Context: an optimization exercise on an open-source flow, tuned for small area. The choices shown serve that exercise and are no tape-out recipe.
At most, simulation tests tie the RTL to the original design; equivalence was not proved.
Function not checked in run 1: the RTL went through the layout flow alone.
Power and IR drop assume default switching activity.

$ cat flow/design.v
module relogio_simples_top(
    input wire btn_mode,
    input wire reset,
    input wire btn_start,
    input wire btn_change,
    input wire clk,
    output wire [6:0] HEX0,
    output wire [6:0] HEX1,
    output wire [6:0] HEX2,
    output wire [6:0] HEX3,
    output wire [6:0] HEX4,
    output wire [6:0] HEX5,
    output wire [2:0] LED
);
    function [3:0] u_next;
        input [3:0] q;
        begin
            u_next[0] = (~q[0]);
            u_next[1] = (~q[0] & q[1]) | (q[0] & ~q[1] & ~q[3]);
            u_next[2] = (~q[0] & q[2]) | (q[0] & q[1] & ~q[2]) | (~q[1] & q[2]);
            u_next[3] = (~q[0] & q[3]) | (q[0] & q[1] & q[2]);
        end
    endfunction
    function [0:0] u_is9;
        input [3:0] q;
        begin
            u_is9[0] = (q[0] & q[3]);
        end
    endfunction
    function [0:0] u_is3;
        input [3:0] q;
        begin
            u_is3[0] = (q[0] & q[1] & ~q[2]);
        end
    endfunction
    function [0:0] u_gt3;
        input [3:0] q;
        begin
            u_gt3[0] = (q[2]) | (q[3]);
        end
    endfunction
    function [6:0] u_seg;
        input [3:0] q;
        begin
            u_seg[0] = (~q[0] & ~q[1] & q[2]) | (q[0] & ~q[1] & ~q[2] & ~q[3]) | (q[1] & q[3]);
            u_seg[1] = (~q[0] & q[1] & q[2]) | (q[0] & ~q[1] & q[2]) | (q[1] & q[3]);
            u_seg[2] = (~q[0] & q[1] & ~q[2]) | (q[1] & q[3]);
            u_seg[3] = (~q[0] & ~q[1] & q[2]) | (q[0] & ~q[1] & ~q[2]) | (q[0] & q[1] & q[2]);
            u_seg[4] = (q[0]) | (~q[1] & q[2]);
            u_seg[5] = (q[0] & q[1]) | (q[0] & ~q[2] & ~q[3]) | (q[1] & ~q[2]);
            u_seg[6] = (q[0] & q[1] & q[2]) | (~q[1] & ~q[2] & ~q[3]);
        end
    endfunction
    function [2:0] t_next;
        input [2:0] q;
        begin
            t_next[0] = (q[0] & ~q[2]) | (q[1] & ~q[2]);
            t_next[1] = (~q[0]);
            t_next[2] = (~q[1] & ~q[2]);
        end
    endfunction
    function [0:0] t_is5;
        input [2:0] q;
        begin
            t_is5[0] = (q[0] & q[2]);
        end
    endfunction
    function [6:0] t_seg;
        input [2:0] q;
        begin
            t_seg[0] = (q[0] & ~q[1] & ~q[2]) | (q[1] & q[2]);
            t_seg[1] = (q[0] & q[2]);
            t_seg[2] = (~q[0] & q[1] & ~q[2]) | (q[0] & q[1] & q[2]);
            t_seg[3] = (q[0] & ~q[1] & ~q[2]) | (q[1] & q[2]);
            t_seg[4] = (q[0]) | (q[2]);
            t_seg[5] = (q[1]);
            t_seg[6] = (~q[0] & ~q[1]) | (q[1] & q[2]);
        end
    endfunction
    function [1:0] h_next;
        input [1:0] q;
        begin
            h_next[0] = (~q[0] & ~q[1]);
            h_next[1] = (q[0]);
        end
    endfunction
    function [0:0] h_is1;
        input [1:0] q;
        begin
            h_is1[0] = (q[0]);
        end
    endfunction
    function [0:0] h_is2;
        input [1:0] q;
        begin
            h_is2[0] = (q[1]);
        end
    endfunction
    function [6:0] h_seg;
        input [1:0] q;
        begin
            h_seg[0] = (q[0]);
            h_seg[1] = (q[0] & q[1]);
            h_seg[2] = (q[1]);
            h_seg[3] = (q[0]);
            h_seg[4] = (q[0]);
            h_seg[5] = (q[0]) | (q[1]);
            h_seg[6] = (q[0]) | (~q[1]);
        end
    endfunction
    reg [1:0] st;
    reg prev_start, prev_change;
    reg [1:0] mode_sync;
    reg mode_stable, prev_mode;
    reg [8:0] db;            
    reg run;                 
    reg [2:0] cd;            
    wire click_start = btn_start & ~prev_start;
    wire click_change = btn_change & ~prev_change;
    wire click_mode = mode_stable & ~prev_mode;
    wire diff = mode_sync[1] ^ mode_stable;
    wire hit = db[0] & ~db[1] & db[2] & ~db[5] & ~db[6] & ~db[7] & ~db[8];
    wire dbfb = ~(db[8] ^ db[1]);
    wire [5:0] sel;
    assign sel[0] = ~cd[2] & ~cd[0];
    assign sel[1] = ~cd[1] & cd[0];
    assign sel[2] = ~cd[2] & cd[1];
    assign sel[3] = cd[2] & cd[0];
    assign sel[4] = cd[1] & ~cd[0];
    assign sel[5] = cd[2] & ~cd[1];
    always @(posedge clk) begin
        prev_start <= btn_start;
        prev_change <= btn_change;
        prev_mode <= mode_stable;
        db <= (diff & ~hit) ? {db[7:0], dbfb} : 9'd0;
        run <= st[0] & (run ^ click_start);
    end
    always @(posedge clk or negedge reset) begin
        if (!reset) begin
            mode_sync <= 2'b00;
            mode_stable <= 1'b0;
            st <= 2'b00;
            cd <= 3'b000;
        end else begin
            mode_sync <= {mode_sync[0], btn_mode};
            if (diff & hit) mode_stable <= mode_sync[1];
            if (click_mode) st <= {st[0], ~st[0] & ~st[1]};
            if (st[1]) begin
                if (click_start) cd <= {cd[1:0], ~cd[2]};
                else if (click_mode) cd <= 3'b000;
            end
        end
    end
    assign LED[2] = ~(st[0] | st[1]);
    assign LED[1] = st[0];
    assign LED[0] = st[1];
    reg [12:0] pisca_lo;
    reg pisca_hi;
    wire pz = ~|pisca_lo[11:0];
    wire pfb = pisca_lo[12] ^ pisca_lo[4] ^ pisca_lo[1] ^ pisca_lo[0] ^ pz;
    always @(posedge clk or negedge reset)
        if (!reset) begin
            pisca_lo <= 13'd0;
            pisca_hi <= 1'b0;
        end else begin
            pisca_lo <= {pisca_lo[11:0], pfb};
            pisca_hi <= pisca_hi ^ (pisca_lo[12] & pz);
        end
    reg [14:0] w_pre;
    reg [3:0] w_su, w_mu, w_hu;
    reg [2:0] w_sd, w_md;
    reg [1:0] w_hd;
    wire ca = st[1] & click_change;
    wire w_tick = ~st[1] & (&w_pre);
    wire w_c1 = w_tick & u_is9(w_su);
    wire w_c2 = w_c1 & t_is5(w_sd);
    wire w_c3 = w_c2 & u_is9(w_mu);
    wire w_c4 = w_c3 & t_is5(w_md);
    wire w_hwrap = u_is9(w_hu) | (h_is2(w_hd) & u_is3(w_hu));
    always @(posedge clk or negedge reset) begin
        if (!reset) begin
            w_pre <= 15'd0;
            w_su <= 4'd0; w_sd <= 3'd0; w_mu <= 4'd0; w_md <= 3'd0; w_hu <= 4'd0; w_hd <= 2'd0;
        end else begin
            if (~st[1]) w_pre <= w_pre + 15'd1;
            if (w_tick | (ca & sel[0])) w_su <= u_next(w_su);
            if (w_c1 | (ca & sel[1])) w_sd <= t_next(w_sd);
            if (w_c2 | (ca & sel[2])) w_mu <= u_next(w_mu);
            if (w_c3 | (ca & sel[3])) w_md <= t_next(w_md);
            if (ca & sel[5] & h_is1(w_hd) & u_gt3(w_hu)) w_hu <= 4'd0;
            else if (w_c4 | (ca & sel[4])) w_hu <= w_hwrap ? 4'd0 : u_next(w_hu);
            if ((w_c4 & w_hwrap) | (ca & sel[5])) w_hd <= h_next(w_hd);
        end
    end
    reg [14:0] c_pre;
    reg [3:0] c_su, c_mu, c_hu;
    reg [2:0] c_sd, c_md;
    reg [1:0] c_hd;
    wire c_clr = ~st[0] | btn_change | click_mode;
    wire c_tick = run & (&c_pre);
    wire c_c1 = c_tick & u_is9(c_su);
    wire c_c2 = c_c1 & t_is5(c_sd);
    wire c_c3 = c_c2 & u_is9(c_mu);
    wire c_c4 = c_c3 & t_is5(c_md);
    wire c_hwrap = u_is9(c_hu) | (h_is2(c_hd) & u_is3(c_hu));
    always @(posedge clk)
        if (c_clr) c_pre <= 15'd0;
        else if (run) c_pre <= c_pre + 15'd1;
    always @(posedge clk or negedge reset) begin
        if (!reset) begin
            c_su <= 4'd0; c_sd <= 3'd0; c_mu <= 4'd0; c_md <= 3'd0; c_hu <= 4'd0; c_hd <= 2'd0;
        end else if (c_clr) begin
            c_su <= 4'd0; c_sd <= 3'd0; c_mu <= 4'd0; c_md <= 3'd0; c_hu <= 4'd0; c_hd <= 2'd0;
        end else begin
            if (c_tick) c_su <= u_next(c_su);
            if (c_c1) c_sd <= t_next(c_sd);
            if (c_c2) c_mu <= u_next(c_mu);
            if (c_c3) c_md <= t_next(c_md);
            if (c_c4) c_hu <= c_hwrap ? 4'd0 : u_next(c_hu);
            if (c_c4 & c_hwrap) c_hd <= h_next(c_hd);
        end
    end
    wire wm = ~st[0];
    wire bl = pisca_hi & st[1];
    assign HEX0 = u_seg(c_su | (w_su & {4{wm}}) | {4{bl & sel[0]}});
    assign HEX1 = t_seg(c_sd | (w_sd & {3{wm}}) | {3{bl & sel[1]}});
    assign HEX2 = u_seg(c_mu | (w_mu & {4{wm}}) | {4{bl & sel[2]}});
    assign HEX3 = t_seg(c_md | (w_md & {3{wm}}) | {3{bl & sel[3]}});
    assign HEX4 = u_seg(c_hu | (w_hu & {4{wm}}) | {4{bl & sel[4]}});
    assign HEX5 = h_seg(c_hd | (w_hd & {2{wm}}) | {2{bl & sel[5]}});
endmodule
$ cat flow/flow/run.sh
#!/bin/bash
# Own layout flow: the standard ORFS flow with smaller port buffers, a
# clock tree built from small clock buffers without dummy loads, and
# oversized logic cells from synthesis replaced by their smallest variant.
set -euo pipefail
here=$(pwd)
export BUFFER_PORTS_ARGS="-buffer_cell sky130_fd_sc_hd__buf_1"
export CTS_ARGS="-sink_clustering_enable -repair_clock_nets -dont_use_dummy_load -buf_list {sky130_fd_sc_hd__clkbuf_8} -sink_clustering_size 25 -sink_clustering_max_diameter 100"
export PRE_GLOBAL_PLACE_TCL="$here/flow/downsize.tcl"
bash standard.sh finish > "$here/standard_flow.log" 2>&1
$ cat flow/flow/downsize.tcl
# Replace each logic cell of drive strength above 1 by its _1 (or _0) variant
# when the library has one; timing is checked and repaired later in the flow.
set block [ord::get_db_block]
set n 0
foreach inst [$block getInsts] {
  set m [[$inst getMaster] getName]
  if {[regexp {^(sky130_fd_sc_hd__[a-z0-9]+)_([0-9]+)$} $m -> base drv]} {
    if {$drv > 1 && ![string match "*dfrtp*" $m] && ![string match "*clk*" $m]} {
      foreach d {1 0} {
        set cand "${base}_$d"
        if {[get_lib_cells -quiet */$cand] ne ""} {
          if {$cand ne $m} {
            replace_cell [$inst getName] $cand
            incr n
          }
          break
        }
      }
    }
  }
}
puts "downsize: replaced $n cells"
$ cat flow/standard.sh
#!/bin/bash
# synth_recipe.tcl (not shown) runs the flow's synth.tcl, then flattens the netlist and writes it again
# the make line also repeats each setting of config.mk as NAME=value (left out here)
make -C /OpenROAD-flow-scripts/flow DESIGN_CONFIG=/design/flow/config.mk WORK_HOME=/design/flow/orfs CLKGATE_MAP_FILE= SYNTH_SCRIPT=/design/flow/synth_recipe.tcl "${@:-finish}"
$ cat flow/config.mk
export PLATFORM = sky130hd
export DESIGN_NAME = relogio_simples_top
export DESIGN_NICKNAME = relogio_simples_top
export VERILOG_FILES = /design/flow/design.v
export SDC_FILE = /design/flow/constraint.sdc
export NUM_CORES = 4
export LEC_CHECK = 0
export CAP_MARGIN = 20
export CORE_MARGIN = 2
export CORE_UTILIZATION = 40
export SLEW_MARGIN = 20
$ cat flow/constraint.sdc
create_clock -name core_clock -period 10.0 [get_ports {clk}]
set_input_delay 2.0000 -clock core_clock [delete_from_list [all_inputs] [get_ports {clk}]]
set_output_delay 2.0000 -clock core_clock [all_outputs]
set_load 0.01 [all_outputs]
==> qor.log, run 1 <==
[outcome] status no timing/DRC/antenna violations
[floorplan] core region area 0.0122 mm2
[route] number of search-and-repair iterations in the first detailed-routing pass 6
[route] remaining design rule violation count 0
[clock_tree] H-tree depth reported by CTS 3
[clock_tree] number of hold-repair buffers added at the cts stage 0
[pwr] internal power consumption 706 uW
[timing] share of the clock period used by the worst path 44.6%
[route] number of design-rule violations left by the first detailed-router iteration 265
[global_routing] global-route wire length before repair 16900 um
[floorplan] top-level port count 50
[floorplan] starting density of the core 41.4%
[pwr] largest vdd supply drop 0.104 mV
[cells_and_area] post-layout instance count excluding filler cells 725
[critical_path] Worst Setup Start Kind flip-flop
[worst_hold_path] number of cells on the worst hold path 0
[pwr] power share of the clock group 18.6%
[yosys] top_reg_cell synth sky130_fd_sc_hd__dfrtp_1
[yosys] syn avg cell area 9.72 um2
[job] MaxCap Viol Count 0
[pwr] Seq pwr share 49.1%
[yosys] sequential-to-total area share from yosys stat 49.4%
[critical_path] worst reg2reg path startpoint st[0]
[floorplan] die height 116 um
[floorplan] horizontal die dimension 116 um
[timing] Rel. slew slack 35.1%
[route] wire per inst 13.7 um
[critical_path] nature of the critical path endpoint output pin
[global_routing] initial antenna violation count 0
[yosys] number of flops mapped to enable cells by yosys 0
[worst_hold_path] hold_sp mode_sync[0]
[route] average vias per placed instance 5.26
[pwr] Static Leak 0.00220 uW
[timing] Setup TNS 0 ns
[cells_and_area] commonest non-fill, non-tap cell in the layout sky130_fd_sc_hd__dfrtp_1
[worst_hold_path] Worst Hold Path EP mode_sync[1]
[global_routing] Total Routing Usage GR 16.0%
[floorplan] overall die area 0.0135 mm2
[yosys] post-synthesis cell area 0.00504 mm2
[cells_and_area] highest-count cells in the layout ignoring fill and taps sky130_fd_sc_hd__dfrtp_1 (77), sky130_fd_sc_hd__nor2_1 (62), sky130_fd_sc_hd__buf_1 (48)
[place] HPWL Detailed 7060 um
[yosys] async set-reset flop share out of synthesis 73.3%
[pwr] total net switching power 424 uW
[cells_and_area] area growth from synthesis to layout 8.02%
[critical_path] endpoint of the worst-slack reg-to-reg timing path c_hd[0]
[place] number of port buffers 49
[cells_and_area] Antenna Diode Count 0
[yosys] Yosys Warn Count 1
[timing] Final Slew Violations 0
[yosys] post-synthesis net count 525
[cells_and_area] share of the core filled with cells 44.7%
[critical_path] critical setup path kind flip-flop to output pin
[clock_tree] clock tree from TritonCTS yes
[timing] actual slew at the worst max-slew pin 0.973 ns
[global_routing] number of global-route vias before repair 3590
[route] routed via count 3814
[critical_path] Critical Path RT 8.00 ns
[pwr] Total Power Consumption 1130 uW
[critical_path] critical path data arrival time 2.46 ns
[clock_tree] Clock Sink Count 105
[clock_tree] buffer count from post-CTS setup fixing 0
[timing] RSZ-0062 raised after global routing no
[clock_tree] root buf cell sky130_fd_sc_hd__clkbuf_8
[yosys] gate count of the mapped netlist 518
[critical_path] R2R depth 6
[yosys] share of the synthesized area in the top cell type 38.3%
[cells_and_area] net total in the final layout 566
[timing] count of final hold-check violations 0
[timing] Post-Route Skew 0.0215 ns
[place] number of instances in the placed design 716
[global_routing] pin count of the biggest net entering global routing 78
[yosys] Synth area leaders sky130_fd_sc_hd__dfrtp_1 (38%), sky130_fd_sc_hd__dfxtp_1 (11%), sky130_fd_sc_hd__xnor2_1 (5.9%)
[pwr] pwr/cell area 208 mW/mm2
[critical_path] biggest fanout along the worst timing path 26
[route] Total Routed Length 9910 um
[timing] Final setup viols 0
[clock_tree] later-pin clock latency in the skew report 0.38 ns
[critical_path] reg-to-reg setup timing slack 7.65 ns
[timing] clock period minus worst slack 4.46 ns
[clock_tree] Resize count post-CTS 0
[global_routing] global route total overflow 0
[clock_tree] Clk pin slew, worst setup/hold paths 0.10 ns
[route] antenna violation net count after detailed routing 0
[floorplan] count of standard-cell rows 40
[pwr] proportion of power drawn by combinational gates 32.3%
[pwr] switch share 37.5%
[cells_and_area] share of cells above drive strength 1 2.33%
[yosys] number of register bits inferred by synthesis 105
[place] RePlAce Congestion 0.799
[timing] worst hold-check slack 0.359 ns
[clock_tree] Num CTS Buffers 9
[yosys] Synth area leader sky130_fd_sc_hd__dfrtp_1
[clock_tree] clock tree buffer depth 2
[yosys] count of cell types in the netlist 58
[worst_hold_path] kind of path behind the tightest hold check flip-flop to flip-flop
[timing] Achievable Freq 224 MHz
-- synthesized netlist by cell type (all sizes together), types with 3 or more instances --
cell	count
nand4	20
nor2	62
a21oi	34
nand2b	6
or2	4
xor2	14
nand3	19
and2	5
buf	7
xnor2	34
nor3	11
nor2b	7
nor4	6
and4	5
o21a	4
inv	12
or3	5
a21o	6
o31ai	4
nand4b	3
mux2i	11
mux2	10
o211ai	10
dfrtp	77
dfxtp	28
o21ai	27
and3	6
clkbuf	14
and3b	3
nand2	34
-- per-stage QoR --
step / instance area (um2) / setup slack (ns)
floorplan: 5040 / 6.35
global placement: 5320 / 6.04
detailed placement: 5320 / 5.95
CTS: 5440 / 5.50
global route: 5440 / 5.23
finish: 5440 / 5.54
-- worst max-delay path by stage --
| stage | startpoint | end |
|---|---|---|
| after floorplan | st[0] | HEX2[3] |
| after global placement | st[0] | HEX2[3] |
| after detailed placement | st[0] | HEX0[3] |
| after CTS | st[0] | HEX0[3] |
| after global routing | st[0] | HEX4[3] |
| final | st[0] | HEX2[3] |
-- cells by family after synthesis --
kind of cell / count (synthesis) / synth area share (%)
mux: 21 / 4.42
fa+ha+maj: 2 / 0.497
buf+inv: 33 / 2.88
flops: 105 / 49.4
compound gates: 106 / 13.3
xor+xnor: 48 / 8.35
simple gates: 203 / 21.1
-- critical path: stages, from the launching register on --
cell	delay (ns)
sky130_fd_sc_hd__dfrtp_1	0.42
sky130_fd_sc_hd__inv_1	0.60
sky130_fd_sc_hd__a21oi_1	0.37
sky130_fd_sc_hd__xnor2_1	0.29
sky130_fd_sc_hd__nor2_1	0.06
sky130_fd_sc_hd__o21ai_0	0.16
sky130_fd_sc_hd__buf_1	0.17
-- routing by layer --
layer | GRT usage [%] | up-vias | part of all wire (%)
li1 | - | 1913 | -
met1 | 22.2 | 1800 | 49
met2 | 24.4 | 84 | 44
met3 | 3.48 | 17 | 4.5
met4 | 6.35 | 0 | 2.1
met5 | 0 | - | 0
-- layout make-up --
class / count / area [um2]
timing repair buffer: 51 / 203
sequential: 105 / 2490
inverter: 12 / 45.0
clock buffer: 9 / 124
multi-input combinational: 380 / 2370
tap: 168 / 210
fill: 1182 / 6720
-- flip-flops by register name (all words and copies together), names as in the netlist, 2 cells and up --
register and flops:
c_pre 15, w_pre 15, pisca_lo 13, db 9
c_hu 4, c_mu 4, c_su 4, w_hu 4
w_mu 4, w_su 4, c_md 3, c_sd 3
cd 3, w_md 3, w_sd 3, c_hd 2
mode_sync 2, st 2, w_hd 2
-- power by group through the flow --
stage                     Combinational, uW  Clock, uW  Sequential [uW]
after floorplan                         304          0              527
after global placement                  357          0              560
after detailed placement                368          0              562
after CTS                               370        221              553
after global routing                    415        240              568
final                                   365        211              554
==> run 2, diff against run 1 <==
--- a/flow/design.v
+++ b/flow/design.v
@@ -129,21 +129,24 @@
     assign sel[4] = cd[1] & ~cd[0];
     assign sel[5] = cd[2] & ~cd[1];
-    always @(posedge clk) begin
-        prev_start <= btn_start;
-        prev_change <= btn_change;
-        prev_mode <= mode_stable;
-        db <= (diff & ~hit) ? {db[7:0], dbfb} : 9'd0;
-        run <= st[0] & (run ^ click_start);
-    end
     always @(posedge clk or negedge reset) begin
         if (!reset) begin
+            prev_start <= 1'b0;
+            prev_change <= 1'b0;
             mode_sync <= 2'b00;
             mode_stable <= 1'b0;
+            prev_mode <= 1'b0;
+            db <= 9'd0;
             st <= 2'b00;
+            run <= 1'b0;
             cd <= 3'b000;
         end else begin
+            prev_start <= btn_start;
+            prev_change <= btn_change;
             mode_sync <= {mode_sync[0], btn_mode};
+            prev_mode <= mode_stable;
+            db <= (diff & ~hit) ? {db[7:0], dbfb} : 9'd0;
             if (diff & hit) mode_stable <= mode_sync[1];
             if (click_mode) st <= {st[0], ~st[0] & ~st[1]};
+            run <= st[0] & (run ^ click_start);
             if (st[1]) begin
                 if (click_start) cd <= {cd[1:0], ~cd[2]};
@@ -204,13 +207,13 @@
     wire c_c4 = c_c3 & t_is5(c_md);
     wire c_hwrap = u_is9(c_hu) | (h_is2(c_hd) & u_is3(c_hu));
-    always @(posedge clk)
-        if (c_clr) c_pre <= 15'd0;
-        else if (run) c_pre <= c_pre + 15'd1;
     always @(posedge clk or negedge reset) begin
         if (!reset) begin
+            c_pre <= 15'd0;
             c_su <= 4'd0; c_sd <= 3'd0; c_mu <= 4'd0; c_md <= 3'd0; c_hu <= 4'd0; c_hd <= 2'd0;
         end else if (c_clr) begin
+            c_pre <= 15'd0;
             c_su <= 4'd0; c_sd <= 3'd0; c_mu <= 4'd0; c_md <= 3'd0; c_hu <= 4'd0; c_hd <= 2'd0;
         end else begin
+            if (run) c_pre <= c_pre + 15'd1;
             if (c_tick) c_su <= u_next(c_su);
             if (c_c1) c_sd <= t_next(c_sd);
==> run 2 against run 1 <==
Effect of this change: die area up 1.4%; cell count fell by 0.14%; design area is 1.7% higher; fmax is 1.1% lower; highest routed layer unchanged.
==> qor.log, run 2 <==
[global_routing] global route total overflow 0
[critical_path] biggest fanout along the worst timing path 28
[cells_and_area] highest-count cells in the layout ignoring fill and taps sky130_fd_sc_hd__dfrtp_1 (105), sky130_fd_sc_hd__buf_1 (48), sky130_fd_sc_hd__nor2_1 (46), sky130_fd_sc_hd__nand2_1 (43), sky130_fd_sc_hd__a21oi_1 (40)
[cells_and_area] fill cell total of the finished layout 1187
[timing] Final Slew Violations 0
[clock_tree] buffer count from post-CTS setup fixing 0
[yosys] async set-reset flop share out of synthesis 100%
[critical_path] Critical Path RT 8.00 ns
[clock_tree] Resize count post-CTS 0
[yosys] number of register bits inferred by synthesis 105
[route] Total Routed Length 10300 um
[yosys] Yosys Warn Count 1
[timing] count of final hold-check violations 0
[cells_and_area] commonest non-fill, non-tap cell in the layout sky130_fd_sc_hd__dfrtp_1
[critical_path] critical setup path kind flip-flop to output pin
[pwr] pwr/cell area 218 mW/mm2
[worst_hold_path] kind of path behind the tightest hold check flip-flop to flip-flop
[job] MaxCap Viol Count 0
[cells_and_area] Antenna Diode Count 0
[clock_tree] root buf cell sky130_fd_sc_hd__clkbuf_8
[timing] Final setup viols 0
[clock_tree] H-tree depth reported by CTS 3
[floorplan] overall die area 0.0137 mm2
[global_routing] number of global-route vias before repair 3565
[clock_tree] number of hold-repair buffers added at the cts stage 0
[floorplan] starting density of the core 40.7%
[critical_path] critical path data arrival time 2.52 ns
[yosys] Synth area leaders sky130_fd_sc_hd__dfrtp_1 (51%), sky130_fd_sc_hd__xnor2_1 (4.3%), sky130_fd_sc_hd__a21oi_1 (3.9%)
[cells_and_area] Regs by FF count c_pre x15, w_pre x15, pisca_lo x13
[cells_and_area] net total in the final layout 561
[yosys] top_reg_cell synth sky130_fd_sc_hd__dfrtp_1
[global_routing] Total Routing Usage GR 16.2%
[place] RePlAce Congestion 0.770
[yosys] cell with the most instances after synthesis sky130_fd_sc_hd__dfrtp_1
[cells_and_area] combined area of the multi-input logic cells 0.00232 mm2
[critical_path] Worst Setup Start Kind flip-flop
[yosys] Synth area leader sky130_fd_sc_hd__dfrtp_1
[pwr] Static Leak 0.00236 uW
[timing] actual slew at the worst max-slew pin 0.852 ns
[outcome] status no timing/DRC/antenna violations
[route] number of design-rule violations left by the first detailed-router iteration 216
[yosys] share of the synthesized area in the top cell type 51.4%
[pwr] Total Power Consumption 1210 uW
[clock_tree] clock tree from TritonCTS yes
[route] antenna violation net count after detailed routing 0
[critical_path] nature of the critical path endpoint output pin
[timing] Post-Route Skew 0.0249 ns
[timing] Achievable Freq 221 MHz
[cells_and_area] share of cells above drive strength 1 2.54%
[yosys] post-synthesis net count 518
[pwr] largest vdd supply drop 0.141 mV
[route] average vias per placed instance 5.37
[global_routing] global-route wire length before repair 17200 um
[timing] clock period minus worst slack 4.52 ns
[timing] RSZ-0062 raised after global routing no
[floorplan] die height 117 um
[route] number of search-and-repair iterations in the first detailed-routing pass 4
[timing] worst hold-check slack 0.365 ns
[yosys] post-synthesis cell area 0.00511 mm2
[critical_path] critical path, cell by cell inv_1, a21oi_1, xnor2_1, nor2_1, o21ai_0, buf_1
[place] HPWL Detailed 7400 um
[yosys] syn avg cell area 10.0 um2
[yosys] gate count of the mapped netlist 511
[clock_tree] clock tree buffer depth 2
[clock_tree] Clock Sink Count 105
[timing] Setup TNS 0 ns
[cells_and_area] area growth from synthesis to layout 8.23%
[yosys] synth cell count leaders sky130_fd_sc_hd__dfrtp_1 (105), sky130_fd_sc_hd__nor2_1 (46), sky130_fd_sc_hd__nand2_1 (43)
[route] remaining design rule violation count 0
[route] wire per inst 14.3 um
[floorplan] core region area 0.0126 mm2
[yosys] count of cell types in the netlist 55
[timing] share of the clock period used by the worst path 45.2%
[yosys] number of flops mapped to enable cells by yosys 0
[timing] Rel. slew slack 43.1%
[clock_tree] Num CTS Buffers 9
[place] number of port buffers 49
[global_routing] pin count of the biggest net entering global routing 57
[critical_path] slowest stage delay, CP 0.64 ns
[floorplan] horizontal die dimension 117 um
[critical_path] WP buf/inv 2
[floorplan] top-level port count 50
[clock_tree] Clk pin slew, worst setup/hold paths 0.10 ns
[clock_tree] later-pin clock latency in the skew report 0.37 ns
[cells_and_area] register area 0.00263 mm2
[global_routing] initial antenna violation count 0
[route] routed via count 3888
[floorplan] count of standard-cell rows 41
[critical_path] cell with the largest stage delay on the worst path sky130_fd_sc_hd__inv_1
[critical_path] Worst path top cell family by delay buffers and inverters
[yosys] sequential-to-total area share from yosys stat 51.4%
==> run 2: cell types whose count changed in the layout (fill, tap and decap cells not counted), sizes merged, moves of 8 or more <==
cell   change
nand2      +9
dfxtp     -28
xor2       +8
dfrtp     +28
nor2      -16
xnor2      -9
==> run 2: report_power, final <==
part	switching, uW	leakage [uW]	internal [uW]
combinational	268	0.000938	169
clock	125	0.0000647	81.0
sequential	79.0	0.00136	484
total	472	0.00236	734
==> run 2: worst register-to-register path, stage by stage (launching register included) <==
cell and delay, ns:
sky130_fd_sc_hd__dfrtp_1 0.59, sky130_fd_sc_hd__nand4b_1 0.36, sky130_fd_sc_hd__or4_1 0.71, sky130_fd_sc_hd__o32ai_1 0.69, sky130_fd_sc_hd__mux2_1 0.39
==> run 2: cell type report <==
cell class | count | share of cell area (%)
flip-flops and latches | 105 | 47.5
multi-input cells | 377 | 42.0
well taps | 172 | 3.89
repair buffers | 52 | 3.80
clock buffers | 9 | 2.24
inverters | 9 | 0.611
==> run 2: final timing paths <==
check / from / end / slack (ns) / cells after the start
max: st[0] / HEX4[3] / 5.48 / 6
max reg2reg: st[1] / w_sd[2] / 7.13 / 4
max in group asynchronous: reset / c_hu[1] / 7.15 / 2
min: mode_sync[0] / mode_sync[1] / 0.37 / 0
min reg2reg: mode_sync[0] / mode_sync[1] / 0.37 / 0
min in group asynchronous: reset / db[5] / 1.67 / 1
==> run 2: metal layers <==
metal | global-route usage [%] | part of all wire [%] | vias up | wire length (um)
met1 | 22.0 | 48 | 1903 | 4940
met2 | 26.2 | 46 | 74 | 4780
met5 | 0 | 0 | - | 0
met3 | 3.91 | 4.6 | 12 | 473
li1 | - | - | 1899 | -
met4 | 4.71 | 1.3 | 0 | 131
==> run 2: stage by stage <==
| step | cell area (um2) | setup slack, ns | cells | utilization (%) |
|---|---|---|---|---|
| after floorplan | 5110 | 6.36 | 511 | - |
| after global placement | 5410 | 6.00 | 715 | 43.0 |
| after detailed placement | 5410 | 5.90 | 715 | 43.0 |
| after CTS | 5530 | 5.49 | 724 | 44.0 |
| after global routing | 5530 | 5.23 | 724 | 44.0 |
| final | 5530 | 5.48 | 724 | 44.0 |
==> run 2: cell families after synthesis <==
group	share of synthesized area [%]
AND/OR/NAND/NOR	20.9
AO/OA/AOI/OAI	13.4
flip-flops	51.4
XOR/XNOR	8.05
buffers and inverters	2.59
multiplexers	3.16
adder cells (fa/ha/maj)	0.490
==> run 3, diff against run 2 <==
--- a/flow/design.v
+++ b/flow/design.v
@@ -129,24 +129,21 @@
     assign sel[4] = cd[1] & ~cd[0];
     assign sel[5] = cd[2] & ~cd[1];
+    always @(posedge clk) begin
+        prev_start <= btn_start;
+        prev_change <= btn_change;
+        prev_mode <= mode_stable;
+        db <= (diff & ~hit) ? {db[7:0], dbfb} : 9'd0;
+        run <= st[0] & (run ^ click_start);
+    end
     always @(posedge clk or negedge reset) begin
         if (!reset) begin
-            prev_start <= 1'b0;
-            prev_change <= 1'b0;
             mode_sync <= 2'b00;
             mode_stable <= 1'b0;
-            prev_mode <= 1'b0;
-            db <= 9'd0;
             st <= 2'b00;
-            run <= 1'b0;
             cd <= 3'b000;
         end else begin
-            prev_start <= btn_start;
-            prev_change <= btn_change;
             mode_sync <= {mode_sync[0], btn_mode};
-            prev_mode <= mode_stable;
-            db <= (diff & ~hit) ? {db[7:0], dbfb} : 9'd0;
             if (diff & hit) mode_stable <= mode_sync[1];
             if (click_mode) st <= {st[0], ~st[0] & ~st[1]};
-            run <= st[0] & (run ^ click_start);
             if (st[1]) begin
                 if (click_start) cd <= {cd[1:0], ~cd[2]};
@@ -200,5 +197,5 @@
     reg [2:0] c_sd, c_md;
     reg [1:0] c_hd;
-    wire c_clr = ~st[0] | btn_change | click_mode;
+    wire c_clr = ~st[0] | btn_change;
     wire c_tick = run & (&c_pre);
     wire c_c1 = c_tick & u_is9(c_su);
@@ -207,9 +204,6 @@
     wire c_c4 = c_c3 & t_is5(c_md);
     wire c_hwrap = u_is9(c_hu) | (h_is2(c_hd) & u_is3(c_hu));
-    always @(posedge clk or negedge reset) begin
-        if (!reset) begin
-            c_pre <= 15'd0;
-            c_su <= 4'd0; c_sd <= 3'd0; c_mu <= 4'd0; c_md <= 3'd0; c_hu <= 4'd0; c_hd <= 2'd0;
-        end else if (c_clr) begin
+    always @(posedge clk) begin
+        if (c_clr) begin
             c_pre <= 15'd0;
             c_su <= 4'd0; c_sd <= 3'd0; c_mu <= 4'd0; c_md <= 3'd0; c_hu <= 4'd0; c_hd <= 2'd0;
@@ -224,11 +218,10 @@
         end
     end
-    wire wm = ~st[0];
     wire bl = pisca_hi & st[1];
-    assign HEX0 = u_seg(c_su | (w_su & {4{wm}}) | {4{bl & sel[0]}});
-    assign HEX1 = t_seg(c_sd | (w_sd & {3{wm}}) | {3{bl & sel[1]}});
-    assign HEX2 = u_seg(c_mu | (w_mu & {4{wm}}) | {4{bl & sel[2]}});
-    assign HEX3 = t_seg(c_md | (w_md & {3{wm}}) | {3{bl & sel[3]}});
-    assign HEX4 = u_seg(c_hu | (w_hu & {4{wm}}) | {4{bl & sel[4]}});
-    assign HEX5 = h_seg(c_hd | (w_hd & {2{wm}}) | {2{bl & sel[5]}});
+    assign HEX0 = u_seg((st[0] ? c_su : w_su) | {4{bl & sel[0]}});
+    assign HEX1 = t_seg((st[0] ? c_sd : w_sd) | {3{bl & sel[1]}});
+    assign HEX2 = u_seg((st[0] ? c_mu : w_mu) | {4{bl & sel[2]}});
+    assign HEX3 = t_seg((st[0] ? c_md : w_md) | {3{bl & sel[3]}});
+    assign HEX4 = u_seg((st[0] ? c_hu : w_hu) | {4{bl & sel[4]}});
+    assign HEX5 = h_seg((st[0] ? c_hd : w_hd) | {2{bl & sel[5]}});
 endmodule
==> run 3 against run 2 <==
Effect of this change: global-route usage fell by 0.68 points; clock-buffer cell count unchanged; worst hold slack worse by 0.0097 ns; power fell by 2.9%; utilization up 0.94 points; first-iteration DRC count increased by 4.2%; register-to-register slack better by 0.32 ns; flip-flop and latch count stayed put; cell count up 1.8%; highest routed layer unchanged.
==> qor.log, run 3 <==
[yosys] Yosys Warn Count 1
[cells_and_area] combined area of the multi-input logic cells 0.00245 mm2
[critical_path] WP buf/inv 2
[clock_tree] clock tree buffer depth 2
[critical_path] critical path data arrival time 2.27 ns
[timing] Final Slew Violations 0
[timing] Rel. slew slack 52.5%
[critical_path] reg-to-reg setup timing slack 7.45 ns
[global_routing] Total Routing Usage GR 15.6%
[clock_tree] clock tree from TritonCTS yes
[floorplan] die height 116 um
[clock_tree] later-pin clock latency in the skew report 0.38 ns
[route] remaining design rule violation count 0
[job] MaxCap Viol Count 0
[cells_and_area] net total in the final layout 578
[yosys] sequential-to-total area share from yosys stat 47.6%
[global_routing] number of global-route vias before repair 3481
[critical_path] endpoint of the worst-slack reg-to-reg timing path c_hd[0]
[worst_hold_path] number of cells on the worst hold path 0
[timing] actual slew at the worst max-slew pin 0.713 ns
[place] DP Area 0.00532 mm2
[floorplan] core region area 0.0121 mm2
[worst_hold_path] Worst Hold Path EP mode_sync[1]
[yosys] cell with the most instances after synthesis sky130_fd_sc_hd__dfrtp_1
[cells_and_area] fill cell total of the finished layout 1194
[cells_and_area] share of the core filled with cells 44.9%
[critical_path] worst reg2reg path startpoint c_pre[0]
[clock_tree] root buf cell sky130_fd_sc_hd__clkbuf_8
[timing] share of the clock period used by the worst path 42.7%
[global_routing] global route total overflow 0
[critical_path] cell with the largest stage delay on the worst path sky130_fd_sc_hd__mux2i_1
[floorplan] starting density of the core 41.4%
[yosys] async set-reset flop share out of synthesis 54.3%
[critical_path] Worst Setup Start Kind flip-flop
[pwr] Static Leak 0.00226 uW
[yosys] Synth area leader sky130_fd_sc_hd__dfrtp_1
[yosys] number of flops mapped to enable cells by yosys 0
[timing] Setup TNS 0 ns
[critical_path] slowest stage delay, CP 0.58 ns
[clock_tree] Clock Sink Count 105
[route] wire per inst 13.4 um
[critical_path] critical setup path kind flip-flop to output pin
[timing] crit path setup slack, layout 5.73 ns
[clock_tree] Num CTS Buffers 9
[yosys] top_reg_cell synth sky130_fd_sc_hd__dfrtp_1
[cells_and_area] register area 0.00239 mm2
[clock_tree] Resize count post-CTS 0
[timing] Final setup viols 0
[yosys] number of register bits inferred by synthesis 105
[yosys] gate count of the mapped netlist 526
[worst_hold_path] hold_sp mode_sync[0]
[critical_path] biggest fanout along the worst timing path 24
[yosys] count of cell types in the netlist 51
[place] RePlAce Congestion 0.809
[route] antenna violation net count after detailed routing 0
[global_routing] initial antenna violation count 0
[cells_and_area] commonest non-fill, non-tap cell in the layout sky130_fd_sc_hd__dfrtp_1
[place] number of port buffers 49
[cells_and_area] share of cells above drive strength 1 2.64%
[critical_path] cell with the most instances on the worst path sky130_fd_sc_hd__mux2i_1
[timing] Achievable Freq 234 MHz
[timing] Post-Route Skew 0.0449 ns
[clock_tree] number of hold-repair buffers added at the cts stage 0
[pwr] Total Power Consumption 1170 uW
[critical_path] nature of the critical path endpoint output pin
[global_routing] pin count of the biggest net entering global routing 58
[yosys] synth cell count leaders sky130_fd_sc_hd__dfrtp_1 (57), sky130_fd_sc_hd__nor2_1 (56), sky130_fd_sc_hd__nand2_1 (49)
[worst_hold_path] kind of path behind the tightest hold check flip-flop to flip-flop
[floorplan] horizontal die dimension 116 um
[route] routed via count 3744
[cells_and_area] area growth from synthesis to layout 8.45%
[critical_path] Critical Path RT 8.00 ns
[place] HPWL Detailed 7200 um
[pwr] largest vdd supply drop 0.114 mV
[cells_and_area] Non-Filler Cell Area, Final 0.00544 mm2
[route] Total Routed Length 9850 um
[route] number of search-and-repair iterations in the first detailed-routing pass 4
[floorplan] count of standard-cell rows 40
[floorplan] overall die area 0.0135 mm2
[clock_tree] H-tree depth reported by CTS 3
[yosys] syn avg cell area 9.54 um2
[critical_path] Worst path top cell family by delay multiplexers
[pwr] pwr/cell area 215 mW/mm2
[route] average vias per placed instance 5.08
[yosys] post-synthesis cell area 0.00502 mm2
[outcome] status no timing/DRC/antenna violations
[yosys] Synth area leaders sky130_fd_sc_hd__dfrtp_1 (28%), sky130_fd_sc_hd__dfxtp_1 (19%), sky130_fd_sc_hd__xor2_1 (4.7%)
[critical_path] critical path, cell by cell buf_4, mux2i_1, mux2i_1, o21ai_0, buf_1
[clock_tree] Clk pin slew, worst setup/hold paths 0.09 ns
[cells_and_area] Antenna Diode Count 0
[timing] clock period minus worst slack 4.27 ns
[critical_path] R2R depth 7
[yosys] share of the synthesized area in the top cell type 28.4%
[global_routing] global-route wire length before repair 16600 um
[yosys] post-synthesis net count 533
[cells_and_area] Regs by FF count c_pre x15, w_pre x15, pisca_lo x13
[timing] RSZ-0062 raised after global routing no
[floorplan] top-level port count 50
[route] number of design-rule violations left by the first detailed-router iteration 225
[timing] count of final hold-check violations 0
[clock_tree] buffer count from post-CTS setup fixing 0
[cells_and_area] highest-count cells in the layout ignoring fill and taps sky130_fd_sc_hd__dfrtp_1 (57), sky130_fd_sc_hd__nor2_1 (56), sky130_fd_sc_hd__nand2_1 (49), sky130_fd_sc_hd__dfxtp_1 (48), sky130_fd_sc_hd__buf_1 (48)
[place] worst setup timing slack at the placement stage 6.09 ns
[run 3: changes by cell type after synthesis, sizes merged, moves of 5 or more]
cell / delta
inv: +5
or3: -5
nor3: +5
nand3: -10
a21oi: -21
xor2: +5
mux2: +11
dfxtp: +48
nand2: +6
nor2: +10
o21ai: +7
dfrtp: -48
mux2i: +14
[run 3: final cells by class]
class / instances / share of cell area, %
Timing Repair Buffer: 53 / 3.95
Multi-Input combinational cell: 388 / 45.1
Sequential cell: 105 / 43.9
Clock buffer: 9 / 2.28
Tap cell: 168 / 3.86
Inverter: 14 / 0.965
[run 3: power breakdown]
group	leakage (uW)	switching [uW]	total, uW	internal (uW)
registers	0.00111	78.9	564	485
clock network	0.0000647	125	206	81.0
logic	0.00108	239	401	161
total	0.00226	444	1170	728
[run 3: cell families (layout without fill, tap and decap cells)]
| kind of cell | count (synthesis) | count (layout) | synth area share, % |
|---|---|---|---|
| mux | 40 | 40 | 8.47 |
| simple gates | 211 | 211 | 22.0 |
| compound gates | 86 | 86 | 10.1 |
| flops | 105 | 105 | 47.6 |
| xor+xnor | 49 | 49 | 8.55 |
| buf+inv | 33 | 76 | 2.82 |
| fa+ha+maj | 2 | 2 | 0.498 |
[run 3: worst max path at each step]
stage / from / endpoint / slack, ns / cells after the start
after floorplan: st[0] / HEX1[3] / 5.99 / 6
after global placement: st[0] / HEX4[2] / 6.16 / 5
after detailed placement: st[0] / HEX0[0] / 6.09 / 5
after CTS: st[0] / HEX4[3] / 5.70 / 6
after global routing: st[0] / HEX4[3] / 5.44 / 6
final: st[0] / HEX0[0] / 5.73 / 5
[run 3: stage by stage]
step,cells,hold slack (ns)
2_1_floorplan,526,0.331
3_3_place_gp,728,0.334
3_5_place_dp,728,0.336
4_1_cts,737,0.359
5_1_grt,737,0.368
6_report,737,0.356
[run 3: layer usage]
layer	share of wire [%]	global-route usage (%)	up-vias
li1	-	-	1909
met1	51	21.8	1768
met2	43	23.5	55
met3	4.2	3.56	12
met4	1.5	5.95	0
met5	0	0	-
==> run 4, diff against run 3 <==
==> flow/flow/run.sh (replaced) <==
#!/bin/bash
# Own layout flow: the standard ORFS flow with smaller port buffers, a
# clock tree built from small clock buffers without dummy loads, and
# oversized logic cells from synthesis replaced by their smallest variant.
set -euo pipefail
here=$(pwd)
export BUFFER_PORTS_ARGS="-buffer_cell sky130_fd_sc_hd__buf_1"
export CTS_ARGS="-sink_clustering_enable -repair_clock_nets -dont_use_dummy_load -buf_list {sky130_fd_sc_hd__clkbuf_8} -sink_clustering_size 35 -sink_clustering_max_diameter 200"
export PRE_GLOBAL_PLACE_TCL="$here/flow/downsize.tcl"
bash standard.sh finish > "$here/standard_flow.log" 2>&1
==> run 4 against run 3 <==
Effect of this change: still clean on timing, DRC and antenna; critical path depth is the same; sequential share of layout area is the same; clock-buffer cell count is the same; design area is the same; register-to-register slack is essentially flat; first-iteration DRC count is the same; critical path type unchanged; critical endpoint unchanged; largest power group unchanged; highest routed layer unchanged.
==> qor.log, run 4 <==
[cells_and_area] register area 0.00239 mm2
[worst_hold_path] hold_sp mode_sync[0]
[yosys] post-synthesis cell area 0.00502 mm2
[yosys] gate count of the mapped netlist 526
[global_routing] global-route wire length before repair 16600 um
[yosys] Yosys Warn Count 1
[cells_and_area] share of cells above drive strength 1 2.64%
[place] DP Area 0.00532 mm2
[timing] Final setup viols 0
[cells_and_area] commonest non-fill, non-tap cell in the layout sky130_fd_sc_hd__dfrtp_1
[clock_tree] Num CTS Buffers 9
[timing] actual slew at the worst max-slew pin 0.713 ns
[timing] Rel. slew slack 52.5%
[cells_and_area] combined area of the multi-input logic cells 0.00245 mm2
[worst_hold_path] number of cells on the worst hold path 0
[critical_path] cell with the largest stage delay on the worst path sky130_fd_sc_hd__mux2i_1
[critical_path] Critical Path RT 8.00 ns
[route] wire per inst 13.4 um
[global_routing] initial antenna violation count 0
[critical_path] critical path data arrival time 2.27 ns
[clock_tree] number of hold-repair buffers added at the cts stage 0
[global_routing] Total Routing Usage GR 15.6%
[cells_and_area] area growth from synthesis to layout 8.45%
[global_routing] global route total overflow 0
[pwr] Total Power Consumption 1170 uW
[cells_and_area] Antenna Diode Count 0
[timing] Final Slew Violations 0
[clock_tree] clock tree from TritonCTS yes
[critical_path] nature of the critical path endpoint output pin
[timing] worst hold-check slack 0.356 ns
[yosys] count of cell types in the netlist 51
[clock_tree] Clk pin slew, worst setup/hold paths 0.09 ns
[route] length of routed wiring on met1 5040 um
[outcome] status no timing/DRC/antenna violations
[critical_path] endpoint of the worst-slack reg-to-reg timing path c_hd[0]
[critical_path] critical path, cell by cell buf_4, mux2i_1, mux2i_1, o21ai_0, buf_1
[clock_tree] later-pin clock latency in the skew report 0.38 ns
[route] Total Routed Length 9850 um
[place] number of port buffers 49
[floorplan] horizontal die dimension 116 um
[job] MaxCap Viol Count 0
[yosys] cell with the most instances after synthesis sky130_fd_sc_hd__dfrtp_1
[route] antenna violation net count after detailed routing 0
[timing] Achievable Freq 234 MHz
[pwr] Static Leak 0.00226 uW
[floorplan] die height 116 um
[route] routed via count 3744
[critical_path] reg-to-reg setup timing slack 7.45 ns
[timing] Setup TNS 0 ns
[pwr] largest vdd supply drop 0.114 mV
[cells_and_area] Regs by FF count c_pre x15, w_pre x15, pisca_lo x13
[critical_path] critical setup path kind flip-flop to output pin
[critical_path] biggest fanout along the worst timing path 24
[clock_tree] root buf cell sky130_fd_sc_hd__clkbuf_8
[timing] RSZ-0062 raised after global routing no
[timing] Post-Route Skew 0.0449 ns
[critical_path] cell with the most instances on the worst path sky130_fd_sc_hd__mux2i_1
[cells_and_area] highest-count cells in the layout ignoring fill and taps sky130_fd_sc_hd__dfrtp_1 (57), sky130_fd_sc_hd__nor2_1 (56), sky130_fd_sc_hd__nand2_1 (49), sky130_fd_sc_hd__dfxtp_1 (48), sky130_fd_sc_hd__buf_1 (48)
[route] Detail Route met3 WL 410 um
[clock_tree] H-tree depth reported by CTS 3
[clock_tree] Clock Sink Count 105
[global_routing] number of global-route vias before repair 3481
[critical_path] slowest stage delay, CP 0.58 ns
[critical_path] worst reg2reg path startpoint c_pre[0]
[clock_tree] buffer count from post-CTS setup fixing 0
[worst_hold_path] kind of path behind the tightest hold check flip-flop to flip-flop
[floorplan] starting density of the core 41.4%
[floorplan] overall die area 0.0135 mm2
[cells_and_area] fill cell total of the finished layout 1194
[route] average vias per placed instance 5.08
[yosys] async set-reset flop share out of synthesis 54.3%
[cells_and_area] Non-Filler Cell Area, Final 0.00544 mm2
[pwr] pwr/cell area 215 mW/mm2
[critical_path] Worst Setup Start Kind flip-flop
[place] RePlAce Congestion 0.809
[clock_tree] clock tree buffer depth 2
[route] remaining design rule violation count 0
[critical_path] R2R depth 7
[worst_hold_path] Worst Hold Path EP mode_sync[1]
[floorplan] core region area 0.0121 mm2
[yosys] post-synthesis net count 533
[route] number of search-and-repair iterations in the first detailed-routing pass 4
[cells_and_area] net total in the final layout 578
[route] met2 wire length 4250 um
[yosys] syn avg cell area 9.54 um2
[clock_tree] Resize count post-CTS 0
[timing] count of final hold-check violations 0
[yosys] share of the synthesized area in the top cell type 28.4%
[timing] share of the clock period used by the worst path 42.7%
[yosys] number of flops mapped to enable cells by yosys 0
[route] uppermost layer routed met4
[yosys] Synth area leaders sky130_fd_sc_hd__dfrtp_1 (28%), sky130_fd_sc_hd__dfxtp_1 (19%), sky130_fd_sc_hd__xor2_1 (4.7%)
[yosys] top_reg_cell synth sky130_fd_sc_hd__dfrtp_1
[timing] clock period minus worst slack 4.27 ns
[place] HPWL Detailed 7200 um
[yosys] synth cell count leaders sky130_fd_sc_hd__dfrtp_1 (57), sky130_fd_sc_hd__nor2_1 (56), sky130_fd_sc_hd__nand2_1 (49)
[global_routing] pin count of the biggest net entering global routing 58
[route] number of design-rule violations left by the first detailed-router iteration 225
[floorplan] top-level port count 50
[floorplan] count of standard-cell rows 40
[yosys] number of register bits inferred by synthesis 105
[yosys] sequential-to-total area share from yosys stat 47.6%
[yosys] Synth area leader sky130_fd_sc_hd__dfrtp_1
run 4: per-stage QoR:
step           utilization, %  cells  setup WS [ns]
2_1_floorplan               -    526           5.99
3_3_place_gp             43.9    728           6.16
3_5_place_dp             43.9    728           6.09
4_1_cts                  44.9    737           5.70
5_1_grt                  44.9    737           5.44
6_report                 44.9    737           5.73
run 4: kinds of logic after synthesis:
family,share of synthesized area [%]
fa+ha+maj,0.498
xor+xnor,8.55
mux,8.47
compound gates,10.1
buf+inv,2.82
simple gates,22.0
flops,47.6
run 4: routing by layer:
layer | vias up | GRT usage, %
met5 | - | 0
met4 | 0 | 5.95
met3 | 12 | 3.56
met2 | 55 | 23.5
met1 | 1768 | 21.8
li1 | 1909 | -
run 4: how the worst max path moves through the flow:
stage	slack (ns)	cells after the start	from	to
6_report	5.73	5	st[0]	HEX0[0]
5_1_grt	5.44	6	st[0]	HEX4[3]
4_1_cts	5.70	6	st[0]	HEX4[3]
3_5_place_dp	6.09	5	st[0]	HEX0[0]
3_3_place_gp	6.16	5	st[0]	HEX4[2]
2_1_floorplan	5.99	6	st[0]	HEX1[3]
run 4: power breakdown:
group,internal (uW),switching (uW)
Combinational,161,239
Sequential,485,78.9
Clock,81.0,125
run 4: worst max-delay path: cells and delay by family, from the launching register on:
family | cells | cell delay, ns
buffers and inverters | 2 | 0.53
AOI/OAI and AO/OA | 1 | 0.17
DFF | 1 | 0.45
muxes | 2 | 0.73
run 4: final cells by class:
type	instances	area share, %
well taps	168	3.86
flip-flops and latches	105	43.9
repair buffers	53	3.95
clock buffers	9	2.28
multi-input cells	388	45.1
inverters	14	0.965
==> run 5, diff against run 4 <==
==> flow/flow/run.sh (replaced) <==
#!/bin/bash
# Own layout flow: the standard ORFS flow with smaller port buffers, a
# clock tree built from small clock buffers without dummy loads, and
# oversized logic cells from synthesis replaced by their smallest variant.
set -euo pipefail
here=$(pwd)
export BUFFER_PORTS_ARGS="-buffer_cell sky130_fd_sc_hd__buf_1"
export CTS_ARGS="-sink_clustering_enable -repair_clock_nets -dont_use_dummy_load -buf_list {sky130_fd_sc_hd__clkbuf_16} -sink_clustering_size 55 -sink_clustering_max_diameter 300"
export PRE_GLOBAL_PLACE_TCL="$here/flow/downsize.tcl"
bash standard.sh finish > "$here/standard_flow.log" 2>&1
==> run 5 against run 4 <==
Effect of this change: cell count is the same; worst hold slack got worse by 0.0064 ns; largest power group unchanged; power up 7.8%; combinational power about the same; register-to-register slack got worse by 0.03 ns.
==> qor.log, run 5 <==
[outcome] status no timing/DRC/antenna violations
[route] average vias per placed instance 5.08
[yosys] post-synthesis net count 533
[pwr] switch share 36.1%
[critical_path] nature of the critical path endpoint output pin
[critical_path] critical path data arrival time 2.25 ns
[critical_path] reg-to-reg setup timing slack 7.42 ns
[critical_path] WP buf/inv 2
[clock_tree] clock tree from TritonCTS yes
[yosys] count of cell types in the netlist 51
[yosys] share of synthesized cell area in and, or, nand and nor gates 22.0%
[yosys] syn avg cell area 9.54 um2
[timing] Setup TNS 0 ns
[floorplan] top-level port count 50
[route] antenna violation net count after detailed routing 0
[critical_path] worst reg2reg path startpoint c_pre[0]
[place] RePlAce Congestion 0.809
[clock_tree] buffer count from post-CTS setup fixing 0
[yosys] top_reg_cell synth sky130_fd_sc_hd__dfrtp_1
[cells_and_area] Non-Filler Cell Area, Final 0.00555 mm2
[timing] share of the clock period used by the worst path 42.5%
[critical_path] Worst path top cell family by delay multiplexers
[yosys] post-synthesis compound-gate area fraction 10.1%
[clock_tree] later-pin clock latency in the skew report 0.36 ns
[cells_and_area] area growth from synthesis to layout 10.5%
[pwr] total net switching power 456 uW
[timing] Post-Route Skew 0.0295 ns
[timing] crit path setup slack, layout 5.75 ns
[clock_tree] Clk pin slew, worst setup/hold paths 0.07 ns
[yosys] async set-reset flop share out of synthesis 54.3%
[floorplan] die height 116 um
[critical_path] endpoint of the worst-slack reg-to-reg timing path c_hd[0]
[place] worst setup timing slack at the placement stage 6.09 ns
[critical_path] cell with the largest stage delay on the worst path sky130_fd_sc_hd__mux2i_1
[route] wire per inst 13.5 um
[yosys] gate count of the mapped netlist 526
[yosys] sequential-to-total area share from yosys stat 47.6%
[place] number of port buffers 49
[worst_hold_path] kind of path behind the tightest hold check flip-flop to flip-flop
[floorplan] starting density of the core 41.4%
[yosys] Synth area leader sky130_fd_sc_hd__dfrtp_1
[global_routing] Total Routing Usage GR 15.7%
[cells_and_area] net total in the final layout 578
[clock_tree] H-tree depth reported by CTS 3
[yosys] cell with the most instances after synthesis sky130_fd_sc_hd__dfrtp_1
[yosys] Synth area leaders sky130_fd_sc_hd__dfrtp_1 (28%), sky130_fd_sc_hd__dfxtp_1 (19%), sky130_fd_sc_hd__xor2_1 (4.7%)
[pwr] proportion of power drawn by combinational gates 31.8%
[job] MaxCap Viol Count 0
[global_routing] global route total overflow 0
[yosys] share of the synthesized area in the top cell type 28.4%
[critical_path] biggest fanout along the worst timing path 24
[cells_and_area] highest-count cells in the layout ignoring fill and taps sky130_fd_sc_hd__dfrtp_1 (57), sky130_fd_sc_hd__nor2_1 (56), sky130_fd_sc_hd__nand2_1 (49), sky130_fd_sc_hd__dfxtp_1 (48), sky130_fd_sc_hd__buf_1 (48)
[timing] RSZ-0062 raised after global routing no
[pwr] power share of the clock group 23.5%
[critical_path] number of cells on the critical path 5
[timing] actual slew at the worst max-slew pin 0.713 ns
[route] remaining design rule violation count 0
[yosys] number of flops mapped to enable cells by yosys 0
[route] number of search-and-repair iterations in the first detailed-routing pass 4
[floorplan] count of standard-cell rows 40
[global_routing] initial antenna violation count 0
[yosys] Yosys Warn Count 1
[pwr] largest vdd supply drop 0.122 mV
[global_routing] pin count of the biggest net entering global routing 58
[floorplan] overall die area 0.0135 mm2
[pwr] Seq pwr share 44.7%
[pwr] Total Power Consumption 1260 uW
[clock_tree] Num CTS Buffers 9
[timing] clock period minus worst slack 4.25 ns
[clock_tree] number of hold-repair buffers added at the cts stage 0
[clock_tree] clock tree buffer depth 2
[timing] Rel. slew slack 52.4%
[critical_path] cell with the most instances on the worst path sky130_fd_sc_hd__mux2i_1
[pwr] Static Leak 0.00230 uW
[critical_path] R2R depth 7
[worst_hold_path] hold_sp mode_sync[0]
[global_routing] number of global-route vias before repair 3457
[cells_and_area] commonest non-fill, non-tap cell in the layout sky130_fd_sc_hd__dfrtp_1
[cells_and_area] Regs by FF count c_pre x15, w_pre x15, pisca_lo x13
[place] HPWL Detailed 7200 um
[critical_path] Critical Path RT 8.00 ns
[place] DP Area 0.00532 mm2
[critical_path] critical path, cell by cell buf_4, mux2i_1, mux2i_1, o21ai_0, buf_1
[timing] count of final hold-check violations 0
[yosys] arithmetic-cell share of the synthesized area counting full adders, half adders and majority gates 0.499%
[route] number of design-rule violations left by the first detailed-router iteration 244
[critical_path] slowest stage delay, CP 0.59 ns
[yosys] synth cell count leaders sky130_fd_sc_hd__dfrtp_1 (57), sky130_fd_sc_hd__nor2_1 (56), sky130_fd_sc_hd__nand2_1 (49)
[critical_path] last element of the critical path HEX0[0]
[cells_and_area] share of the core filled with cells 45.8%
[critical_path] startpoint of the most critical setup path st[0]
[global_routing] global-route wire length before repair 16600 um
[route] routed via count 3745
[clock_tree] Clock Sink Count 105
[cells_and_area] share of cells above drive strength 1 2.64%
[yosys] combinational family with the most area after synthesis simple AND/OR/NAND/NOR gates
[floorplan] horizontal die dimension 116 um
[yosys] share of the synthesized netlist area taken by xor and xnor gates 8.55%
[yosys] number of register bits inferred by synthesis 105
[timing] Achievable Freq 235 MHz
[clock_tree] Resize count post-CTS 0
[timing] Final setup viols 0
[yosys] post-synthesis mux area share 8.47%
[timing] Final Slew Violations 0
[critical_path] Worst Setup Start Kind flip-flop
[floorplan] core region area 0.0121 mm2
[pwr] pwr/cell area 228 mW/mm2
[cells_and_area] Antenna Diode Count 0
[yosys] post-synthesis cell area 0.00502 mm2
[clock_tree] root buf cell sky130_fd_sc_hd__clkbuf_16
[route] Total Routed Length 9920 um
[critical_path] critical setup path kind flip-flop to output pin
[pwr] internal power consumption 806 uW
## run 5: cell count changes in the layout (fill, tap and decap cells not counted)
cell                        change
sky130_fd_sc_hd__clkbuf_8       -9
sky130_fd_sc_hd__clkbuf_16      +9
## run 5: power groups by stage
stage / sequential (uW) / combinational [uW] / clock (uW)
after detailed placement: 572 / 404 / 0
after global placement: 569 / 395 / 0
after global routing: 576 / 456 / 322
after floorplan: 543 / 321 / 0
final: 565 / 401 / 296
after CTS: 564 / 407 / 307
## run 5: kinds of logic after synthesis
group           Yosys count
mux                      40
buf+inv                  33
compound gates           86
simple gates            211
xor+xnor                 49
flops                   105
fa+ha+maj                 2
## run 5: stage by stage
stage / hold WS, ns / std cells
after floorplan: 0.331 / 526
after global placement: 0.334 / 728
after detailed placement: 0.336 / 728
after CTS: 0.352 / 737
after global routing: 0.360 / 737
final: 0.349 / 737
## run 5: worst min path at each step
| stage | end | cells after the start | slack [ns] |
|---|---|---|---|
| finish | mode_sync[1] | 0 | 0.35 |
| global route | mode_sync[1] | 0 | 0.36 |
| CTS | mode_sync[1] | 0 | 0.35 |
| detailed placement | mode_sync[1] | 0 | 0.34 |
| global placement | mode_sync[1] | 0 | 0.33 |
| floorplan | mode_sync[1] | 0 | 0.33 |
## run 5: cell type report
cell class,instances,area [um2]
flip-flops and latches,105,2390
fillers,1181,6570
repair buffers,53,215
clock buffers,9,225
well taps,168,210
inverters,14,52.6
multi-input cells,388,2450
## run 5: metal layers
layer  part of all wire [%]  GRT usage (%)  up-vias
met2                     43           23.5       56
li1                       -              -     1920
met5                      0              0        -
met4                    1.2           5.71        0
met1                     52           21.9     1760
met3                    4.4           4.50        9
==> run 6, diff against run 5 <==
==> flow/flow/run.sh (replaced) <==
#!/bin/bash
# Own layout flow: the standard ORFS flow (standard.sh) with
#  - synthesis: the standard script (synth_recipe.tcl), with ABC's mapping
#    script replaced by an area-oriented one (flow/area.abc); registers are
#    untouched, so their names, count and cells are the standard ones;
#  - port buffers of the smallest buffer (buf_1);
#  - a clock tree of clkbuf_8 without dummy loads;
#  - logic cells oversized by synthesis replaced by their smallest variant
#    before placement (flow/downsize.tcl); later repair steps resize as needed.
set -euo pipefail
here=$(pwd)
export FLOW_ABC_SCRIPT="$here/flow/area.abc"
export BUFFER_PORTS_ARGS="-buffer_cell sky130_fd_sc_hd__buf_1"
export CTS_ARGS="-sink_clustering_enable -repair_clock_nets -dont_use_dummy_load -buf_list {sky130_fd_sc_hd__clkbuf_8} -sink_clustering_size 25 -sink_clustering_max_diameter 100"
export PRE_GLOBAL_PLACE_TCL="$here/flow/downsize.tcl"
printf 'source %s\nsource %s\n' "$here/flow/abc_override.tcl" "$here/synth_recipe.tcl" > "$here/flow_synth.tcl"
bash standard.sh SYNTH_SCRIPT="$here/flow_synth.tcl" finish > "$here/standard_flow.log" 2>&1
==> flow/flow/abc_override.tcl (new file) <==
# Run Yosys's abc with the flow's own ABC script in place of ORFS's.
proc abc {args} {
  set i [lsearch -exact $args -script]
  if {$i >= 0} { lset args [expr {$i + 1}] $::env(FLOW_ABC_SCRIPT) }
  yosys abc {*}$args
}
==> run 6 against run 5 <==
Effect of this change: the run now fails in synthesis.
==> qor.log, run 6 <==
[outcome] status aborted with a tool error
[outcome] run-stopping error ERROR: ABC script did not complete successfully
[yosys] Yosys Warn Count 1
[outcome] Last stage synthesis
==> run 7, diff against run 6 <==
==> flow/flow/area.abc (new file) <==
&get -n
&st
&deepsyn -T 10
&dch
&nf -R 1000
&put
topo
==> run 7 against run 6 <==
Effect of this change: now clean on timing, DRC and antenna.
==> qor.log, run 7 <==
[clock_tree] number of hold-repair buffers added at the cts stage 0
[route] wire per inst 12.8 um
[timing] share of the clock period used by the worst path 46.0%
[clock_tree] root buf cell sky130_fd_sc_hd__clkbuf_8
[timing] Setup TNS 0 ns
[yosys] Synth area leader sky130_fd_sc_hd__dfrtp_1
[route] average vias per placed instance 5.31
[critical_path] slowest stage delay, CP 0.48 ns
[pwr] switch share 37.2%
[route] number of search-and-repair iterations in the first detailed-routing pass 5
[worst_hold_path] kind of path behind the tightest hold check flip-flop to flip-flop
[route] number of design-rule violations left by the first detailed-router iteration 167
[floorplan] core region area 0.0113 mm2
[cells_and_area] area growth from synthesis to layout 10.4%
[yosys] gate count of the mapped netlist 475
[pwr] power share of the clock group 17.6%
[clock_tree] buffer count from post-CTS setup fixing 0
[yosys] number of register bits inferred by synthesis 105
[cells_and_area] commonest non-fill, non-tap cell in the layout sky130_fd_sc_hd__dfrtp_1
[floorplan] top-level port count 50
[critical_path] critical setup path kind flip-flop to output pin
[pwr] total net switching power 427 uW
[yosys] count of cell types in the netlist 37
[critical_path] cell with the most instances on the worst path sky130_fd_sc_hd__o21ai_0
[yosys] syn avg cell area 9.61 um2
[clock_tree] clock tree from TritonCTS yes
[pwr] Static Leak 0.00216 uW
[cells_and_area] share of cells above drive strength 1 2.26%
[clock_tree] Resize count post-CTS 0
[floorplan] count of standard-cell rows 39
[critical_path] critical path, cell by cell buf_4, mux2i_1, clkinv_1, o21ai_0, nand2_1, o21ai_0, nand3_1, nand3b_1, buf_1
[global_routing] Total Routing Usage GR 14.6%
[yosys] cell with the most instances after synthesis sky130_fd_sc_hd__dfrtp_1
[timing] Final Slew Violations 0
[yosys] top_reg_cell synth sky130_fd_sc_hd__dfrtp_1
[timing] RSZ-0062 raised after global routing no
[yosys] post-synthesis cell area 0.00456 mm2
[clock_tree] clock tree buffer depth 2
[timing] count of final hold-check violations 0
[timing] Post-Route Skew 0.0207 ns
[route] Total Routed Length 8650 um
[yosys] post-synthesis net count 482
[critical_path] R2R depth 15
[floorplan] die height 111 um
[worst_hold_path] number of cells on the worst hold path 0
[yosys] Synth area leaders sky130_fd_sc_hd__dfrtp_1 (31%), sky130_fd_sc_hd__dfxtp_1 (21%), sky130_fd_sc_hd__a21oi_1 (5.7%)
[critical_path] Critical Path RT 8.00 ns
[yosys] synth cell count leaders sky130_fd_sc_hd__dfrtp_1 (57), sky130_fd_sc_hd__a21oi_1 (52), sky130_fd_sc_hd__dfxtp_1 (48), sky130_fd_sc_hd__nor2_1 (48), sky130_fd_sc_hd__and3_1 (35)
[critical_path] biggest fanout along the worst timing path 31
[floorplan] overall die area 0.0123 mm2
[cells_and_area] Regs by FF count c_pre x15, w_pre x15, pisca_lo x13
[timing] crit path setup slack, layout 5.40 ns
[timing] Final setup viols 0
[clock_tree] Clock Sink Count 105
[critical_path] critical path data arrival time 2.60 ns
[clock_tree] Clk pin slew, worst setup/hold paths 0.09 ns
[timing] Achievable Freq 217 MHz
[pwr] Seq pwr share 49.2%
[yosys] share of the synthesized area in the top cell type 31.3%
[floorplan] starting density of the core 40.5%
[yosys] number of flops mapped to enable cells by yosys 0
[global_routing] global route total overflow 0
[pwr] pwr/cell area 228 mW/mm2
[timing] actual slew at the worst max-slew pin 1.01 ns
[pwr] internal power consumption 719 uW
[critical_path] Worst Setup Start Kind flip-flop
[place] HPWL Detailed 6280 um
[route] remaining design rule violation count 0
[job] MaxCap Viol Count 0
[yosys] sequential-to-total area share from yosys stat 52.3%
[timing] clock period minus worst slack 4.60 ns
[clock_tree] H-tree depth reported by CTS 3
[route] antenna violation net count after detailed routing 0
[floorplan] horizontal die dimension 111 um
[global_routing] number of global-route vias before repair 3233
[place] number of port buffers 49
[yosys] async set-reset flop share out of synthesis 54.3%
[clock_tree] later-pin clock latency in the skew report 0.36 ns
[cells_and_area] net total in the final layout 540
[cells_and_area] highest-count cells in the layout ignoring fill and taps sky130_fd_sc_hd__dfrtp_1 (57), sky130_fd_sc_hd__a21oi_1 (52), sky130_fd_sc_hd__nor2_1 (48), sky130_fd_sc_hd__dfxtp_1 (48), sky130_fd_sc_hd__buf_1 (48)
[timing] worst hold-check slack 0.357 ns
[place] worst setup timing slack at the placement stage 5.81 ns
[outcome] status no timing/DRC/antenna violations
[global_routing] global-route wire length before repair 14800 um
[yosys] Yosys Warn Count 1
[timing] Rel. slew slack 32.4%
[cells_and_area] share of the core filled with cells 44.7%
[pwr] Total Power Consumption 1150 uW
[pwr] largest vdd supply drop 0.106 mV
[global_routing] pin count of the biggest net entering global routing 58
[place] RePlAce Congestion 0.834
[critical_path] cell with the largest stage delay on the worst path sky130_fd_sc_hd__dfrtp_1
[clock_tree] Num CTS Buffers 9
[cells_and_area] Antenna Diode Count 0
[global_routing] initial antenna violation count 0
[pwr] proportion of power drawn by combinational gates 33.1%
[route] routed via count 3580
[critical_path] nature of the critical path endpoint output pin
## run 7: kinds of logic after synthesis
logic type	after synthesis	synth area share (%)
buffers and inverters	19	1.89
xor gates and xnor gates	14	2.69
DFF	105	52.3
and+or+nand+nor	194	22.1
adders and majority gates	2	0.548
AOI/OAI and AO/OA	116	14.6
muxes	25	5.84
## run 7: metrics by stage
| stage | instances | area (um2) |
|---|---|---|
| 2_1_floorplan | 475 | 4560 |
| 3_3_place_gp | 665 | 4910 |
| 3_5_place_dp | 665 | 4910 |
| 4_1_cts | 674 | 5040 |
| 5_1_grt | 674 | 5040 |
| 6_report | 674 | 5040 |
## run 7: layout make-up
cell class / instances / area (um2)
clock buffers: 9 / 124
fillers: 1105 / 6240
inverters: 15 / 56.3
multi-input cells: 351 / 2090
flip-flops and latches: 105 / 2390
well taps: 143 / 179
repair buffers: 51 / 200
## run 7: path summary, 6_finish.rpt
| kind | from | endpoint | slack [ns] |
|---|---|---|---|
| worst max-delay path | st[0] | HEX4[0] | 5.40 |
| min in group asynchronous | reset | w_hd[0] | 1.76 |
| max in group asynchronous | reset | w_md[0] | 7.76 |
| worst max register to register | c_pre[1] | c_hd[1] | 5.81 |
| worst min register to register | mode_sync[0] | mode_sync[1] | 0.36 |
| worst min-delay path | mode_sync[0] | mode_sync[1] | 0.36 |
## run 7: worst max-delay path, delay by kind of cell (launching register included)
family                 cells  cell delay [ns]
AOI/OAI and AO/OA          2             0.40
buffers and inverters      3             0.70
DFF                        1             0.48
muxes                      1             0.33
and+or+nand+nor            3             0.33
## run 7: layer usage
metal / wire length [um] / track usage (%) / up-vias
li1: - / - / 1817
met1: 4300 / 20.4 / 1689
met2: 3830 / 22.2 / 63
met3: 431 / 4.65 / 11
met4: 86 / 3.75 / 0
met5: 0 / 0 / -
## run 7: power groups by stage
stage	clock, uW	sequential [uW]	combinational, uW
final	202	564	380
after global routing	228	578	426
after CTS	212	563	385
after detailed placement	0	572	384
after global placement	0	568	377
after floorplan	0	569	268

port drivers added, routing unchanged:
How much do the figures lean on ideal ports? The routed layouts below were timed once more, with nothing changed but the port constraints. Step 1, drivers: a clkbuf_16 drives clk and a buf_2 each remaining input, both assumed. Step 2, shift: input delay + t, output delay - t, t = (earliest + latest rising clock arrival at the registers) / 2. This alone moves slack from input paths to output paths. a / b / c = ideal / step 1 / step 2; a / b = the first two.
run | t (ns) | slack for setup (ns)
run 1 | 0.406 | 5.535 / 5.500 / 5.906
run 2 | 0.394 | 5.484 / 5.451 / 5.845
run 3 | 0.394 | 5.734 / 5.703 / 6.097
run 4 | 0.394 | 5.734 / 5.703 / 6.097
run 5 | 0.382 | 5.751 / 5.712 / 6.093
run 7 | 0.385 | 5.400 / 5.369 / 5.754
After both steps setup and hold are still met in every run listed.
